Source: an optimization exercise on an open RTL-to-GDS flow (aim: small area and a short achievable clock period). Production flows keep margins and buffers that such runs may drop.
At most, simulation tests tie the RTL to the original design; equivalence was not proved.
Power is estimated from default activity; no workload was simulated.

job 101:
// PE
module PE (
    input  wire               clk,
    input  wire               rst,
    input  wire               en,
    input  wire               mode_residual,
    input  wire signed [15:0] input_data,
    input  wire signed [15:0] weight_data,
    input  wire signed [15:0] residual_data,
    output reg  signed [15:0] output_data,
    output wire               input_sparse,
    output wire               weight_sparse,
    output wire               computation_skipped,
    output reg         [15:0] sparse_count,
    output reg         [15:0] total_count
);
export LEC_CHECK = 0
export CAP_MARGIN = 20
export CORE_MARGIN = 2
export CORE_UTILIZATION = 40
export PLACE_DENSITY = 0.6
export SLEW_MARGIN = 20
export SYNTH_HIERARCHICAL = 1
export SYNTH_MINIMUM_KEEP_SIZE = 0
create_clock -name core_clock -period 8.0 [get_ports {clk}]
run.sh (not shown) runs the stock make flow with config.mk's settings and CLKGATE_MAP_FILE= SYNTH_SCRIPT=/design/flow/synth_recipe.tcl, a recipe that flattens the netlist after the stock synthesis.
Job 101 went all the way through the flow, and no timing, DRC or antenna check failed.
Relative to job 101, the following input files were edited for job 102:
Settings: SETUP_SLACK_MARGIN now 2, previously not set.
==> flow/flow/run.sh (new file) <==
#!/bin/bash
# Standard ORFS layout, with port buffers of the smallest buffer cell
# (instead of buffer_ports' default pick, clkdlybuf4s50_1).
set -euo pipefail
export BUFFER_PORTS_ARGS="-buffer_cell sky130_fd_sc_hd__buf_1"
bash standard.sh finish > standard_flow.log 2>&1
==> flow/standard.sh (new file) <==
#!/bin/bash
# synth_recipe.tcl (not shown) runs the flow's synth.tcl, then flattens the netlist and writes it again
# the make line also repeats each setting of config.mk as NAME=value (left out here)
make -C /OpenROAD-flow-scripts/flow DESIGN_CONFIG=/design/flow/config.mk WORK_HOME=/design/flow/orfs CLKGATE_MAP_FILE= SYNTH_SCRIPT=/design/flow/synth_recipe.tcl "${@:-finish}"
removed: flow/run.sh
Results
Job 102 completed end to end with timing, DRC and antenna clean.
Summary of the comparison: fraction of the core area covered by cells at the end of the flow is lower in job 102, relative to job 101.
Clock network fraction of design power delta (job 101 -> job 102): insignificant
Job 101 → job 102: routed length on met2 went down by 8.2%; global-route total usage across every layer went down by 1.3 points.
[inputs] job 103 vs job 102
Settings: a change of SETUP_SLACK_MARGIN from 2 to 3.
### Flow results
Job 103 did not stop at any stage, and its layout met the timing, design-rule and antenna checks. Job 102: done, clean on timing, DRC and antenna. Run comparison: job 103 critical path's slowest cell fa_2; job 102 critical path's slowest cell fa_1. Relative to job 102, setup slack at placement increased by 130 ps in job 103. Fraction of power consumed by sequential logic in job 103 is 2.7 points below job 102. Lower final standard cell area without fillers was reported by job 102, not job 103. Portion of total power attributed to the clock network down 0.5 points in job 103 wrt job 102. Job 103 does worse than job 102 on total length of routed wires. Against job 102, job 103 comes in 3.2 points higher on part of the total power dissipated in combinational logic.
No run of this note included a check of the RTL's function; only the layout flow was run.

Another version of the RTL of PE (not shown whole).
For scale: roughly 680 cells after synthesis, about 100 I/O pins.
clock: 8.0 ns
lec_check: 0
cap_margin: 20
core_margin: 2
core_utilization: 40
cts_buf_list: sky130_fd_sc_hd__clkbuf_8
place_density: 0.6
setup_slack_margin: 3.5
slew_margin: 20
synth_hierarchical: 1
synth_minimum_keep_size: 0
tns_end_percent: 50
standard.sh (not shown) runs the stock make flow with config.mk's settings and CLKGATE_MAP_FILE= SYNTH_SCRIPT=/design/flow/synth_recipe.tcl, a recipe that flattens the netlist after the stock synthesis.
==> flow/flow/run.sh <==
#!/bin/bash
# Standard ORFS layout with two changes:
#  - port buffers use the smallest buffer cell (buffer_ports' default pick is clkdlybuf4s50_1);
#  - after synthesis every combinational cell starts at drive strength 1 (flow/downsize.tcl),
#    and timing repair sizes up only what the timing needs.
set -euo pipefail
export BUFFER_PORTS_ARGS="-buffer_cell sky130_fd_sc_hd__buf_1"
export POST_SYNTH_TCL="$(pwd)/flow/downsize.tcl"
bash standard.sh finish > standard_flow.log 2>&1
==> flow/flow/downsize.tcl <==
# Sourced after the synthesized netlist is loaded (POST_SYNTH_TCL): set every
# combinational cell to its smallest (_1) drive strength; the later timing repair
# sizes up the cells that need it. Flip-flops are left as synthesis made them.
set db [ord::get_db]
set n 0
foreach inst [[ord::get_db_block] getInsts] {
  set m [[$inst getMaster] getName]
  if {[regexp {^(sky130_fd_sc_hd__[a-z0-9]+)_([0-9]+)$} $m -> base d]} {
    if {[string match "*__df*" $base] || [string match "*__dl*" $base] || [string match "*__sdf*" $base]} { continue }
    if {$d > 1} {
      set nm [$db findMaster ${base}_1]
      if {$nm ne "NULL" && $nm ne ""} { $inst swapMaster $nm; incr n }
    }
  }
}
puts "downsize.tcl: set $n cells to drive strength 1"
The first run passed the timing, design-rule and antenna checks.
Edit:
CTS_CLUSTER_DIAMETER = 150   (was default)
CTS_CLUSTER_SIZE = 50   (was default)
TNS_END_PERCENT = default   (was 50)
Effect: The new run finished with timing, DRC and antenna clean. Critical path depth does not change. Flip-flop and latch count stays the same. Fmax stays the same. Power stays the same. Combinational power barely changes. Via count is unchanged. Global-route usage does not change. Setup slack does not change. Synthesized area does not change. Routed wire length is unchanged. Design area is unchanged.

PE, a different RTL version from the one above (not shown whole).
For scale: roughly 660 cells after synthesis, about 7400 um2 of cells after synthesis.
Settings: LEC_CHECK=0, CAP_MARGIN=20, CORE_MARGIN=2, CORE_UTILIZATION=55, PLACE_DENSITY=0.7, SETUP_SLACK_MARGIN=3, SLEW_MARGIN=20, SYNTH_HIERARCHICAL=1, SYNTH_MINIMUM_KEEP_SIZE=0; clock period 8.0 ns.
Scripts as last shown in full above: flow/flow/run.sh, flow/flow/downsize.tcl
The starting point completed without violations.
==> next run, changes <==
Settings changed: CORE_UTILIZATION 55 to 40, PLACE_DENSITY 0.7 to 0.6.
What happened: The new run completed without violations. Fmax rose by 0.82%. Total power fell by 3.8%. Count of clock-buffer cells in the layout does not change. Cell count rose by 4.8%. Sequential share of layout area barely changes.
==> next run, changes <==
Settings changed: CORE_UTILIZATION 40 to 55, PLACE_DENSITY 0.6 to 0.7, SETUP_SLACK_MARGIN 3 to 3.3.
Effect: Routed wire length rises by 7.9%; total power grows by 4.1%; synthesized cell count is unchanged; die area fell by 27%; setup slack improves by 170 ps.
No run of this note included a check of the RTL's function; only the layout flow was run.

Another version of the RTL of PE (not shown whole).
Size: roughly 100 I/O pins, about 7700 um^2 of cells after synthesis.
Settings: LEC_CHECK=0, CAP_MARGIN=20, CORE_MARGIN=2, CORE_UTILIZATION=55, PLACE_DENSITY=0.7, SETUP_SLACK_MARGIN=3, SLEW_MARGIN=20, SYNTH_HIERARCHICAL=1, SYNTH_MINIMUM_KEEP_SIZE=0; clock period 8.0 ns.
Scripts as last shown in full above: flow/flow/run.sh, flow/flow/downsize.tcl
The baseline finished with timing, DRC and antenna clean.
==> next run, changes <==
- CORE_UTILIZATION: 55 -> 40
- CTS_BUF_LIST: unset -> sky130_fd_sc_hd__clkbuf_4 sky130_fd_sc_hd__clkbuf_8
- PLACE_DENSITY: 0.7 -> 0.6
What happened:
- power fell by 0.43%
- flip-flop and latch count is unchanged
- count of clock-buffer cells in the layout stays the same
- sequential power barely changes
- final area rose by 0.61%
- utilization fell by 16 points
- global-route usage fell by 6.7 points
- area after synthesis is unchanged
==> next run, changes <==
- CTS_BUF_LIST: sky130_fd_sc_hd__clkbuf_4 sky130_fd_sc_hd__clkbuf_8 -> unset
=> The changed run completed without violations; combinational power hardly moves; non-clock buffer count does not change; cell area rose by about 1.2%; worst setup slack gets better by 0.070 ns; wire length stays flat; clock-buffer cell count is unchanged; fmax climbs by 1.4%; flip-flop and latch count is unchanged; critical path depth came out higher by 1; via count is about the same; area after synthesis is unchanged.
No run of this note included a check of the RTL's function; only the layout flow was run.

Setup of exp/amber:
PE, a different RTL version from the one above (not shown whole).
Size: ~680 cells after synthesis, about 100 I/O pins, roughly 7300 um2 of cells after synthesis.
// PE
module PE (
    input  wire               clk,
    input  wire               rst,
    input  wire               en,
    input  wire               mode_residual,
    input  wire signed [15:0] input_data,
    input  wire signed [15:0] weight_data,
    input  wire signed [15:0] residual_data,
    output reg  signed [15:0] output_data,
    output wire               input_sparse,
    output wire               weight_sparse,
    output wire               computation_skipped,
    output reg         [15:0] sparse_count,
    output reg         [15:0] total_count
);
clock: 8.0 ns
lec_check: 0
cap_margin: 20
core_margin: 2
core_utilization: 40
place_density: 0.6
setup_slack_margin: 3.4
slew_margin: 20
synth_hierarchical: 1
synth_minimum_keep_size: 0
Scripts as last shown in full above: flow/flow/run.sh, flow/flow/downsize.tcl
Input changes introduced in exp/harbor (baseline for comparison: exp/amber):
# exp/amber
export LEC_CHECK = 0
export CAP_MARGIN = 20
export CORE_MARGIN = 2
export CORE_UTILIZATION = 40
export PLACE_DENSITY = 0.6
export SETUP_SLACK_MARGIN = 3.4
export SLEW_MARGIN = 20
export SYNTH_HIERARCHICAL = 1
export SYNTH_MINIMUM_KEEP_SIZE = 0
create_clock -name core_clock -period 8.0 [get_ports {clk}]
# exp/harbor
export LEC_CHECK = 0
export CAP_MARGIN = 20
export CORE_MARGIN = 2
export CORE_UTILIZATION = 40
export CTS_BUF_LIST = sky130_fd_sc_hd__clkbuf_8
export PLACE_DENSITY = 0.6
export SETUP_SLACK_MARGIN = 3.5
export SLEW_MARGIN = 20
export SYNTH_HIERARCHICAL = 1
export SYNTH_MINIMUM_KEEP_SIZE = 0
create_clock -name core_clock -period 8.0 [get_ports {clk}]
## What came out
exp/harbor — highest ir drop seen on vdd 140 uV lower, exp/amber as reference. exp/harbor reports a lower final core utilization than exp/amber does. Against exp/amber, exp/harbor reports a worst setup slack that is higher. Delta (exp/harbor minus exp/amber): final total power went down about 3.7%, wire length of the first global-routing pass went down about 3.5%. On clock skew, the higher figure sits with exp/harbor, not exp/amber.
> inputs changed (exp/harbor -> exp/tundra)
# exp/harbor
export LEC_CHECK = 0
export CAP_MARGIN = 20
export CORE_MARGIN = 2
export CORE_UTILIZATION = 40
export CTS_BUF_LIST = sky130_fd_sc_hd__clkbuf_8
export PLACE_DENSITY = 0.6
export SETUP_SLACK_MARGIN = 3.5
export SLEW_MARGIN = 20
export SYNTH_HIERARCHICAL = 1
export SYNTH_MINIMUM_KEEP_SIZE = 0
create_clock -name core_clock -period 8.0 [get_ports {clk}]
# exp/tundra
export LEC_CHECK = 0
export CAP_MARGIN = 20
export CORE_MARGIN = 2
export CORE_UTILIZATION = 40
export PLACE_DENSITY = 0.6
export SETUP_SLACK_MARGIN = 3.3
export SLEW_MARGIN = 20
export SYNTH_HIERARCHICAL = 1
export SYNTH_MINIMUM_KEEP_SIZE = 0
create_clock -name core_clock -period 8.0 [get_ports {clk}]
[summary]
Met2 usage in global routing, exp/harbor and exp/tundra: higher on exp/tundra
Changes observed in exp/tundra relative to exp/harbor: estimated wirelength of the detail-placed design rose about 2.8%, count of TritonRoute iterations in the first routing pass rose 1.
Lower post-layout minimum cycle time was reported by exp/harbor, not exp/tundra.
diff inputs: exp/tundra => exp/delta
# exp/tundra
export LEC_CHECK = 0
export CAP_MARGIN = 20
export CORE_MARGIN = 2
export CORE_UTILIZATION = 40
export PLACE_DENSITY = 0.6
export SETUP_SLACK_MARGIN = 3.3
export SLEW_MARGIN = 20
export SYNTH_HIERARCHICAL = 1
export SYNTH_MINIMUM_KEEP_SIZE = 0
create_clock -name core_clock -period 8.0 [get_ports {clk}]
# exp/delta
export LEC_CHECK = 0
export CAP_MARGIN = 20
export CORE_MARGIN = 2
export CORE_UTILIZATION = 40
export PLACE_DENSITY = 0.6
export SETUP_SLACK_MARGIN = 3.5
export SLEW_MARGIN = 20
export SYNTH_HIERARCHICAL = 1
export SYNTH_MINIMUM_KEEP_SIZE = 0
create_clock -name core_clock -period 8.0 [get_ports {clk}]
Results
The non-clock buffer count in the final layout in exp/delta sits about 2.7% below the value recorded for exp/tundra. Between exp/delta and exp/tundra, the number of flip-flops and latches figures differ only marginally. In the reports for exp/delta and exp/tundra, the smaller wire length after detailed routing belongs to exp/delta. Summary: with exp/tundra as the reference, detailed placer's ending HPWL in exp/delta moved down by a few percent. Summary of exp/delta over exp/tundra: part of the total power dissipated in combinational logic shows a reduction of 0.7 points, count of routing violations after the opening detailed-route iteration went up by 7.3%, final clock period utilization by the worst path decreased 2.5 points.
## Diff of input files: exp/lagoon against exp/delta
# exp/delta
export LEC_CHECK = 0
export CAP_MARGIN = 20
export CORE_MARGIN = 2
export CORE_UTILIZATION = 40
export PLACE_DENSITY = 0.6
export SETUP_SLACK_MARGIN = 3.5
export SLEW_MARGIN = 20
export SYNTH_HIERARCHICAL = 1
export SYNTH_MINIMUM_KEEP_SIZE = 0
create_clock -name core_clock -period 8.0 [get_ports {clk}]
# exp/lagoon
export LEC_CHECK = 0
export CAP_MARGIN = 20
export CORE_MARGIN = 2
export CORE_UTILIZATION = 55
export PLACE_DENSITY = 0.7
export SETUP_SLACK_MARGIN = 3.5
export SLEW_MARGIN = 20
export SYNTH_HIERARCHICAL = 1
export SYNTH_MINIMUM_KEEP_SIZE = 0
create_clock -name core_clock -period 8.0 [get_ports {clk}]
- Status | exp/delta and exp/lagoon | clean
- Floorplan check, exp/lagoon vs exp/delta: die outline smaller in exp/lagoon
- Fmax, exp/delta and exp/lagoon: larger value in exp/delta
- Final area, exp/delta and exp/lagoon: smaller value in exp/lagoon
- On total iterations of the first detailed-routing run: exp/lagoon sits below exp/delta.
- Of exp/delta and exp/lagoon, exp/lagoon shows the lower synthesis-to-finish area growth, with exp/delta above it.
The following lists how exp/onyx was set up differently from exp/lagoon:
# exp/lagoon
export LEC_CHECK = 0
export CAP_MARGIN = 20
export CORE_MARGIN = 2
export CORE_UTILIZATION = 55
export PLACE_DENSITY = 0.7
export SETUP_SLACK_MARGIN = 3.5
export SLEW_MARGIN = 20
export SYNTH_HIERARCHICAL = 1
export SYNTH_MINIMUM_KEEP_SIZE = 0
create_clock -name core_clock -period 8.0 [get_ports {clk}]
# exp/onyx
export LEC_CHECK = 0
export CAP_MARGIN = 20
export CORE_MARGIN = 2
export CORE_UTILIZATION = 40
export PLACE_DENSITY = 0.6
export SETUP_SLACK_MARGIN = 3.7
export SLEW_MARGIN = 20
export SYNTH_HIERARCHICAL = 1
export SYNTH_MINIMUM_KEEP_SIZE = 0
create_clock -name core_clock -period 8.0 [get_ports {clk}]
==> results.txt <==
Taking exp/lagoon over exp/onyx, the die area ratio works out to 0.73.
In the metrics for exp/lagoon and exp/onyx, the one carrying the higher worst setup margin is exp/onyx.
Sort exp/lagoon and exp/onyx by required time reported for the critical path endpoint asc -> top: exp/onyx
Internal power consumption: exp/onyx vs exp/lagoon down 2.1%
Compared with exp/lagoon, exp/onyx shows leakage power that has gone up by a few percent.
exp/onyx vs. exp/lagoon: total power lower; combinational gate power lower; worst hold slack lower; slew at the pin closest to its max-slew limit lower; post-CTS repair timing setup buffer count higher.

branch harbor:
Another version of the RTL of PE (not shown whole).
Size in the first run: ~770 cells after synthesis, roughly 100 I/O pins, about 8000 um2 of cells after synthesis.
// PE
module PE (
    input  wire               clk,
    input  wire               rst,
    input  wire               en,
    input  wire               mode_residual,
    input  wire signed [15:0] input_data,
    input  wire signed [15:0] weight_data,
    input  wire signed [15:0] residual_data,
    output reg  signed [15:0] output_data,
    output wire               input_sparse,
    output wire               weight_sparse,
    output wire               computation_skipped,
    output reg         [15:0] sparse_count,
    output reg         [15:0] total_count
);
==> flow/config.mk <==
export PLATFORM = sky130hd
export DESIGN_NAME = PE
export DESIGN_NICKNAME = PE
export VERILOG_FILES = /design/flow/design.v
export SDC_FILE = /design/flow/constraint.sdc
export NUM_CORES = 4
export LEC_CHECK = 0
export CAP_MARGIN = 20
export CORE_MARGIN = 2
export CORE_UTILIZATION = 40
export PLACE_DENSITY = 0.6
export SETUP_SLACK_MARGIN = 3
export SLEW_MARGIN = 20
export SYNTH_HIERARCHICAL = 1
export SYNTH_MINIMUM_KEEP_SIZE = 0
==> flow/constraint.sdc <==
create_clock -name core_clock -period 8.0 [get_ports {clk}]
set_input_delay 1.6000 -clock core_clock [delete_from_list [all_inputs] [get_ports {clk}]]
set_output_delay 1.6000 -clock core_clock [all_outputs]
set_load 0.01 [all_outputs]
==> flow/flow/run.sh <==
#!/bin/bash
# Standard ORFS layout, with port buffers of the smallest buffer cell
# (instead of buffer_ports' default pick, clkdlybuf4s50_1).
set -euo pipefail
export BUFFER_PORTS_ARGS="-buffer_cell sky130_fd_sc_hd__buf_1"
bash standard.sh finish > standard_flow.log 2>&1
branch harbor closes out successfully: all stages finished, all timing, DRC and antenna checks passed.
[inputs] branch cedar vs branch harbor
- a change of SETUP_SLACK_MARGIN from 3 to 4
### Flow results
- branch harbor has lower first-pass GRT wire length than branch cedar.
- Diff branch harbor -> branch cedar: routed wire length per instance has increased; area occupied by multi-input gates has increased; count of buffer and inverter cells on the critical path has increased.
- branch cedar did not stop at any stage, and its layout met the timing, design-rule and antenna checks.
- | length of routed wiring on met1 | branch cedar vs branch harbor | about 3% higher |
No run of this note included a check of the RTL's function; only the layout flow was run.

==> static timing again, ports no longer ideal <==
In the flow no input, the clock included, has a driving cell. The finished layouts below were timed again as built, in two steps.
Step 1 sets driving cells, clkbuf_16 on the clock port and buf_2 on the other inputs (assumed; they add their load-dependent delay and slew).
Step 2 also shifts input and output timing later by t, the mid clock arrival at the registers, as if the neighbouring blocks saw the same clock.
Three values: no drivers, after step 1, after step 2; two values: the first two.
run | t, ns | slack for setup (ns) | worst setup path at the end | latest minus earliest clock arrival (ns) | worst slew at a driven data input, ns
job 101 | 0.362 | 1.546 / 1.565 / 1.203 | input to register | 0.006 / 0.007 | 0.04
job 102 | 0.361 | 2.309 / 2.313 / 1.952 | input to register | 0.009 / 0.009 | 0.04
job 103 | 0.362 | 2.800 / 2.803 / 2.440 | input to register | 0.009 / 0.009 | 0.06
the first run of note 2 | 0.388 | 3.559 / 3.538 / 3.200 | input to register | 0.012 / 0.013 | 0.05
the second run of note 2 | 0.388 | 3.559 / 3.538 / 3.200 | input to register | 0.012 / 0.013 | 0.05
the first run of note 3 | 0.389 | 3.102 / 3.122 / 2.733 | input to register | 0.010 / 0.010 | 0.05
the second run of note 3 | 0.377 | 3.142 / 3.151 / 2.774 | input to register | 0.013 / 0.013 | 0.05
the third run of note 3 | 0.381 | 3.314 / 3.309 / 2.929 | input to register | 0.006 / 0.007 | 0.06
the first run of note 4 | 0.370 | 3.115 / 3.131 / 2.761 | input to register | 0.012 / 0.012 | 0.04
the second run of note 4 | 0.384 | 3.049 / 3.056 / 2.672 | input to register | 0.011 / 0.010 | 0.06
the third run of note 4 | 0.371 | 3.119 / 3.092 / 2.764 | input to register | 0.008 / 0.008 | 0.06
exp/amber | 0.369 | 3.340 / 3.316 / 3.138 | input to register | 0.007 / 0.007 | 0.06
exp/harbor | 0.388 | 3.559 / 3.538 / 3.200 | input to register | 0.012 / 0.013 | 0.05
exp/tundra | 0.368 | 3.361 / 3.369 / 3.011 | input to register | 0.006 / 0.007 | 0.06
exp/delta | 0.373 | 3.559 / 3.536 / 3.217 | input to register | 0.008 / 0.007 | 0.05
exp/lagoon | 0.389 | 3.534 / 3.536 / 3.147 | input to register | 0.009 / 0.009 | 0.05
exp/onyx | 0.372 | 3.624 / 3.603 / 3.257 | input to register | 0.007 / 0.007 | 0.06
branch harbor | 0.364 | 3.149 / 3.158 / 2.794 | input to register | 0.010 / 0.009 | 0.07
branch cedar | 0.373 | 3.524 / 3.494 / 3.121 | input to register | 0.009 / 0.009 | 0.09
After both steps setup and hold are still met in every run listed. The setup slack of branch cedar, which loses most, moves by -0.030 ns with the drivers and by -0.403 ns with both steps.
